What follows belongs to an exercise in optimizing a design on an open flow for small area, a short achievable clock period and few clock cycles; a production flow would make more cautious choices. Power and IR drop assume default switching activity.

==> flow/design.v <==
module mult_accelerator (
	input clk,
	output read_n,
	output write_n,
	output chipselect,
	input waitrequest,
	output [31:0] address,
	output [1:0] byteenable,
	input readdatavalid,
	input [15:0] readdata,
	output [15:0] writedata,
	input reset_n
);
assign byteenable = 2'b11;
assign chipselect = 1'b1;
localparam [15:0] PIX1 = 16'd1,     W1 = 16'd50,    R1 = 16'd39250,
                  PIX2 = 16'd39450, W2 = 16'd39463, R2 = 16'd49463;
localparam [5:0] PLAST1 = PIX1[5:0] + 6'd48, PLAST2 = PIX2[5:0] + 6'd12;
localparam [9:0] RLAST1 = R1[9:0] + 10'd199, RLAST2 = R2[9:0] + 10'd199;
localparam [2:0] S_POLL = 3'd0, S_RUN = 3'd1, S_END = 3'd2, S_WR = 3'd3,
                 S_FL0 = 3'd4, S_FLAG = 3'd5;
localparam [1:0] K_P = 2'd0,   
                 K_D = 2'd1,   
                 K_F = 2'd2;   
reg [2:0]  state;
reg        layer2;       
reg        cmd;          
reg        rd, wr;       
reg [15:0] aq;           
reg [1:0]  kd;           
reg [1:0]  ck;           
reg [5:0]  pa;           
reg        pe;           
reg        first;        
reg        dv;           
reg        dl;           
reg [15:0] gb;           
reg [2:0]  rm;           
reg [9:0]  ra;           
reg        rl;           
reg        t1p, t2p, t1w, t2w;  
reg [1:0]  t1k, t2k;     
reg [15:0] pix;          
reg [11:0] pixb;         
reg        clr;          
reg [4:0]  y01, y23;     
reg        yv;           
reg [1:0]  cr;           
reg        yd;           
reg [5:0]  acc_lo;
reg [7:0]  acc_hi;
assign read_n = !rd;
assign write_n = !wr;
assign address = {2'b11, 13'd0, aq, 1'b0};
assign writedata = {{2{acc_hi[7]}}, acc_hi, acc_lo};
wire adv = !(rd || wr) || !waitrequest;
wire [9:0] phi = layer2 ? PIX2[15:6] : PIX1[15:6];
wire [5:0] plo = layer2 ? PIX2[5:0] : PIX1[5:0];
wire acc_done = !t1w && !t2w && !yv;
wire plast = (pa == (layer2 ? PLAST2 : PLAST1));
wire [11:0] dsrc = (kd == K_P || t1p || t2p) ? pix[11:0] : pixb;
wire [2:0] need = {|dsrc[3:0] && !(layer2 && dl), |dsrc[7:4] && !(layer2 && dl), |dsrc[11:8]};
wire decide = (kd == K_F && dv) || (kd == K_P && dl);
wire [2:0] m = decide ? need : (kd == K_D) ? rm : 3'd0;
wire [2:0] mbit = {m[2] && m[1:0] == 2'd0, m[1] && !m[0], m[0]};
wire [1:0] mk = m[0] ? 2'd1 : m[1] ? 2'd2 : 2'd3;
wire n_d = (m != 3'd0);                           
wire n_f = !n_d && kd == K_P && !dl;              
wire n_end = !n_d && dl && kd != K_F;             
wire n_p = !n_d && !n_f && !n_end && !(pe && t1p);
wire [2:0] off = (state == S_WR) ? (layer2 ? 3'd2 : 3'd4) :
                 n_d ? {1'b0, mk} :
                 first ? 3'd0 : 3'd4;
wire [2:0] osum = {1'b0, gb[1:0]} + off;
wire [13:0] ghi1 = gb[15:2] + 14'd1;
wire [15:0] waddr = {osum[2] ? ghi1 : gb[15:2], osum[1:0]};
always @(posedge clk) begin
	if (!reset_n) begin
		state <= S_POLL;
		rd <= 1'b0;
		wr <= 1'b0;
	end else if (state == S_POLL && cmd) begin
		state <= S_RUN;
		rd <= 1'b1;
		aq <= {phi, plo};
		kd <= K_P;
	end else if (adv) begin
		case (state)
			S_POLL: begin
				rd <= 1'b1;
				aq <= 16'd0;
			end
			S_RUN: begin
				rd <= n_d || n_f || n_p;
				if (n_end)
					state <= S_END;
				if (n_p) begin
					aq <= {phi, pa};
					kd <= K_P;
				end else if (n_d || n_f) begin
					aq <= waddr;
					kd <= n_d ? K_D : K_F;
					ck <= n_d ? mk : 2'd0;
				end
			end
			S_END: if (acc_done) begin
				state <= S_WR;
				wr <= 1'b1;
				aq <= {layer2 ? R2[15:10] : R1[15:10], ra};
			end
			S_WR: begin
				wr <= 1'b0;
				if (rl)
					state <= S_FL0;
				else begin
					state <= S_RUN;
					rd <= 1'b1;
					aq <= waddr;
					kd <= K_F;
					ck <= 2'd0;
				end
			end
			S_FL0: begin
				state <= S_FLAG;
				aq <= 16'd0;
				wr <= 1'b1;
			end
			default: begin
				state <= S_POLL;
				wr <= 1'b0;
			end
		endcase
	end
end
always @(posedge clk) begin
	if (state == S_POLL) begin
		if (readdatavalid && !cmd)
			layer2 <= readdata[0];
		pa <= plo + 6'd1;
		pe <= 1'b0;
		first <= 1'b1;
		dv <= 1'b0;
		dl <= 1'b0;
		gb <= layer2 ? W2 : W1;
		ra <= layer2 ? R2[9:0] : R1[9:0];
	end else if (adv) begin
		if (state == S_RUN) begin
			rm <= m & ~mbit;
			if (n_p) begin
				pa <= plast ? plo : pa + 6'd1;
				pe <= plast;
				if (dv)
					gb <= {ghi1, gb[1:0]};
				dv <= 1'b1;
				if (pe)
					dl <= 1'b1;
			end
			if (n_f)
				first <= 1'b0;
		end
		if (state == S_END && acc_done) begin
			ra <= ra + 10'd1;
			rl <= (ra == (layer2 ? RLAST2 : RLAST1));
		end
		if (state == S_WR && !rl) begin
			gb <= waddr;
			dv <= 1'b0;
			dl <= 1'b0;
		end
	end
end
always @(posedge clk) begin
	if (!reset_n) begin
		cmd <= 1'b0;
		t1p <= 1'b0;
		t2p <= 1'b0;
		t1w <= 1'b0;
		t2w <= 1'b0;
	end else begin
		cmd <= (state == S_POLL) && !cmd && readdatavalid &&
		       (&readdata[15:2]) && (readdata[1] ^ readdata[0]);
		t2p <= t1p;
		t2w <= t1w;
		t1p <= !waitrequest && rd && state == S_RUN && kd == K_P;
		t1w <= !waitrequest && rd && state == S_RUN && kd != K_P;
	end
	t2k <= t1k;
	t1k <= ck;
end
always @(posedge clk)
	if (t2p) begin
		pixb <= pix[11:0];
		pix <= readdata;
	end
wire [3:0] g = (t2k == 2'd0) ? pix[15:12] :
               (t2k == 2'd1) ? pixb[11:8] :
               (t2k == 2'd2) ? pixb[7:4] : pixb[3:0];
wire arr_wt = t2w;
wire [3:0] o0 = g[0] ? {~readdata[3],  readdata[2:0]}   : 4'd8;
wire [3:0] o1 = g[1] ? {~readdata[7],  readdata[6:4]}   : 4'd8;
wire [3:0] o2 = g[2] ? {~readdata[11], readdata[10:8]}  : 4'd8;
wire [3:0] o3 = g[3] ? {~readdata[15], readdata[14:12]} : 4'd8;
wire [7:0] lo_sum = acc_lo + {yv, y01} + y23;
always @(posedge clk) begin
	clr <= (state == S_POLL && cmd) || (state == S_WR && adv);
	y01 <= arr_wt ? o0 + o1 : 5'd0;
	y23 <= arr_wt ? o2 + o3 : 5'd0;
	yv <= arr_wt;
	if (clr || state == S_FL0) begin
		acc_lo <= {6{state == S_FL0}};
		acc_hi <= {8{state == S_FL0}};
		cr <= 2'd0;
		yd <= 1'b0;
	end else begin
		acc_lo <= lo_sum[5:0];
		acc_hi <= acc_hi + cr - yd;
		cr <= lo_sum[7:6];
		yd <= yv;
	end
end
endmodule
==> flow/config.mk <==
export PLATFORM = sky130hd
export DESIGN_NAME = mult_accelerator
export DESIGN_NICKNAME = mult_accelerator
export VERILOG_FILES = /design/flow/design.v
export SDC_FILE = /design/flow/constraint.sdc
export NUM_CORES = 4
export LEC_CHECK = 0
export CAP_MARGIN = 20
export CORE_MARGIN = 2
export CORE_UTILIZATION = 65
export CTS_BUF_LIST = sky130_fd_sc_hd__clkbuf_8
export PLACE_DENSITY = 0.75
export SETUP_SLACK_MARGIN = 3.7
export SLEW_MARGIN = 20
export BUFFER_PORTS_ARGS = -buffer_cell sky130_fd_sc_hd__buf_2
==> flow/constraint.sdc <==
create_clock -name core_clock -period 6.0 [get_ports {clk}]
set_input_delay 1.2000 -clock core_clock [delete_from_list [all_inputs] [get_ports {clk}]]
set_output_delay 1.2000 -clock core_clock [all_outputs]
set_load 0.01 [all_outputs]
standard.sh (not shown) runs the stock make flow with config.mk's settings and CLKGATE_MAP_FILE= SYNTH_SCRIPT=/design/flow/synth_recipe.tcl, a recipe that flattens the netlist after the stock synthesis.
==> flow/flow/run.sh <==
#!/bin/bash
# Standard layout, with plain buffers on the ports.
set -e
echo 'export BUFFER_PORTS_ARGS = -buffer_cell sky130_fd_sc_hd__buf_2' >> config.mk
bash standard.sh > standard.log 2>&1
==> next run, changes <==
--- a/flow/design.v
+++ b/flow/design.v
@@ -39,12 +39,13 @@
 reg [9:0]  ra;           
 reg        rl;           
 reg        t1p, t2p, t1w, t2w;  
 reg [1:0]  t1k, t2k;     
 reg [15:0] pix;          
 reg [11:0] pixb;         
+reg [2:0]  np, nb;       
 reg        clr;          
 reg [4:0]  y01, y23;     
 reg        yv;           
 reg [1:0]  cr;           
 reg        yd;           
 reg [5:0]  acc_lo;
@@ -55,28 +56,31 @@
 assign writedata = {{2{acc_hi[7]}}, acc_hi, acc_lo};
 wire adv = !(rd || wr) || !waitrequest;
 wire [9:0] phi = layer2 ? PIX2[15:6] : PIX1[15:6];
 wire [5:0] plo = layer2 ? PIX2[5:0] : PIX1[5:0];
 wire acc_done = !t1w && !t2w && !yv;
 wire plast = (pa == (layer2 ? PLAST2 : PLAST1));
-wire [11:0] dsrc = (kd == K_P || t1p || t2p) ? pix[11:0] : pixb;
-wire [2:0] need = {|dsrc[3:0] && !(layer2 && dl), |dsrc[7:4] && !(layer2 && dl), |dsrc[11:8]};
+wire [2:0] dsrc = (kd == K_P || t1p || t2p) ? np : nb;
+wire [2:0] need = {dsrc[2:1] & {2{!(layer2 && dl)}}, dsrc[0]};
 wire decide = (kd == K_F && dv) || (kd == K_P && dl);
 wire [2:0] m = decide ? need : (kd == K_D) ? rm : 3'd0;
 wire [2:0] mbit = {m[2] && m[1:0] == 2'd0, m[1] && !m[0], m[0]};
 wire [1:0] mk = m[0] ? 2'd1 : m[1] ? 2'd2 : 2'd3;
 wire n_d = (m != 3'd0);                           
 wire n_f = !n_d && kd == K_P && !dl;              
 wire n_end = !n_d && dl && kd != K_F;             
 wire n_p = !n_d && !n_f && !n_end && !(pe && t1p);
-wire [2:0] off = (state == S_WR) ? (layer2 ? 3'd2 : 3'd4) :
-                 n_d ? {1'b0, mk} :
-                 first ? 3'd0 : 3'd4;
-wire [2:0] osum = {1'b0, gb[1:0]} + off;
+wire [1:0] gl = gb[1:0];
+wire f4 = (state == S_WR) ? !layer2 : !n_d && !first;
+wire f2 = (state == S_WR) ? layer2 : n_d && mbit[1];
+wire f1 = (state != S_WR) && n_d && mbit[0];
+wire f3 = (state != S_WR) && n_d && mbit[2];
+wire fcy = f4 || f3 && gl != 2'd0 || f2 && gl[1] || f1 && gl == 2'd3;
+wire [1:0] flo = f1 ? gl + 2'd1 : f2 ? {!gl[1], gl[0]} : f3 ? gl - 2'd1 : gl;
 wire [13:0] ghi1 = gb[15:2] + 14'd1;
-wire [15:0] waddr = {osum[2] ? ghi1 : gb[15:2], osum[1:0]};
+wire [15:0] waddr = {fcy ? ghi1 : gb[15:2], flo};
 always @(posedge clk) begin
 	if (!reset_n) begin
 		state <= S_POLL;
 		rd <= 1'b0;
 		wr <= 1'b0;
 	end else if (state == S_POLL && cmd) begin
@@ -188,12 +192,14 @@
 	t1k <= ck;
 end
 always @(posedge clk)
 	if (t2p) begin
 		pixb <= pix[11:0];
 		pix <= readdata;
+		nb <= np;
+		np <= {|readdata[3:0], |readdata[7:4], |readdata[11:8]};
 	end
 wire [3:0] g = (t2k == 2'd0) ? pix[15:12] :
                (t2k == 2'd1) ? pixb[11:8] :
                (t2k == 2'd2) ? pixb[7:4] : pixb[3:0];
 wire arr_wt = t2w;
 wire [3:0] o0 = g[0] ? {~readdata[3],  readdata[2:0]}   : 4'd8;
The changed run produced a clean layout.
Worst setup slack improved by 1100 ps.
Area after synthesis climbs slightly.
Clock power drops by about a fifth.
Total power drops by roughly a tenth.
Wire length drops by a few percent.
Global-route usage drops by 0.67 points.
Sequential share of layout area climbs by 2.8 points.
No functional check of the RTL was part of any run of this note.

what the ideal ports hide:
How much do the figures lean on ideal ports? The routed layouts below were timed once more, with nothing changed but the port constraints.
Step 1 sets driving cells, clkbuf_16 on the clock port and buf_2 on the other inputs (assumed; they add their load-dependent delay and slew).
Step 2 adds t to the input delays and takes it off the output delays; t is the mean of the earliest and latest rising clock arrival at the registers after step 1. Input paths then give back, and output paths get back, about the clock's delay inside the block.
Three values: no drivers, after step 1, after step 2; two values: the first two.
run	t, ns	setup slack, ns	clock arrival spread, ns	cell pins on the clock port's net
the first run	0.484	2.420 / 2.420 / 2.420	0.012 / 0.012	1
the second run	0.494	3.479 / 3.479 / 3.364	0.009 / 0.009	1
After both steps setup and hold are still met in every run listed. The setup slack of the second run, which loses most, moves by 0.000 ns with the drivers and by -0.115 ns with both steps.
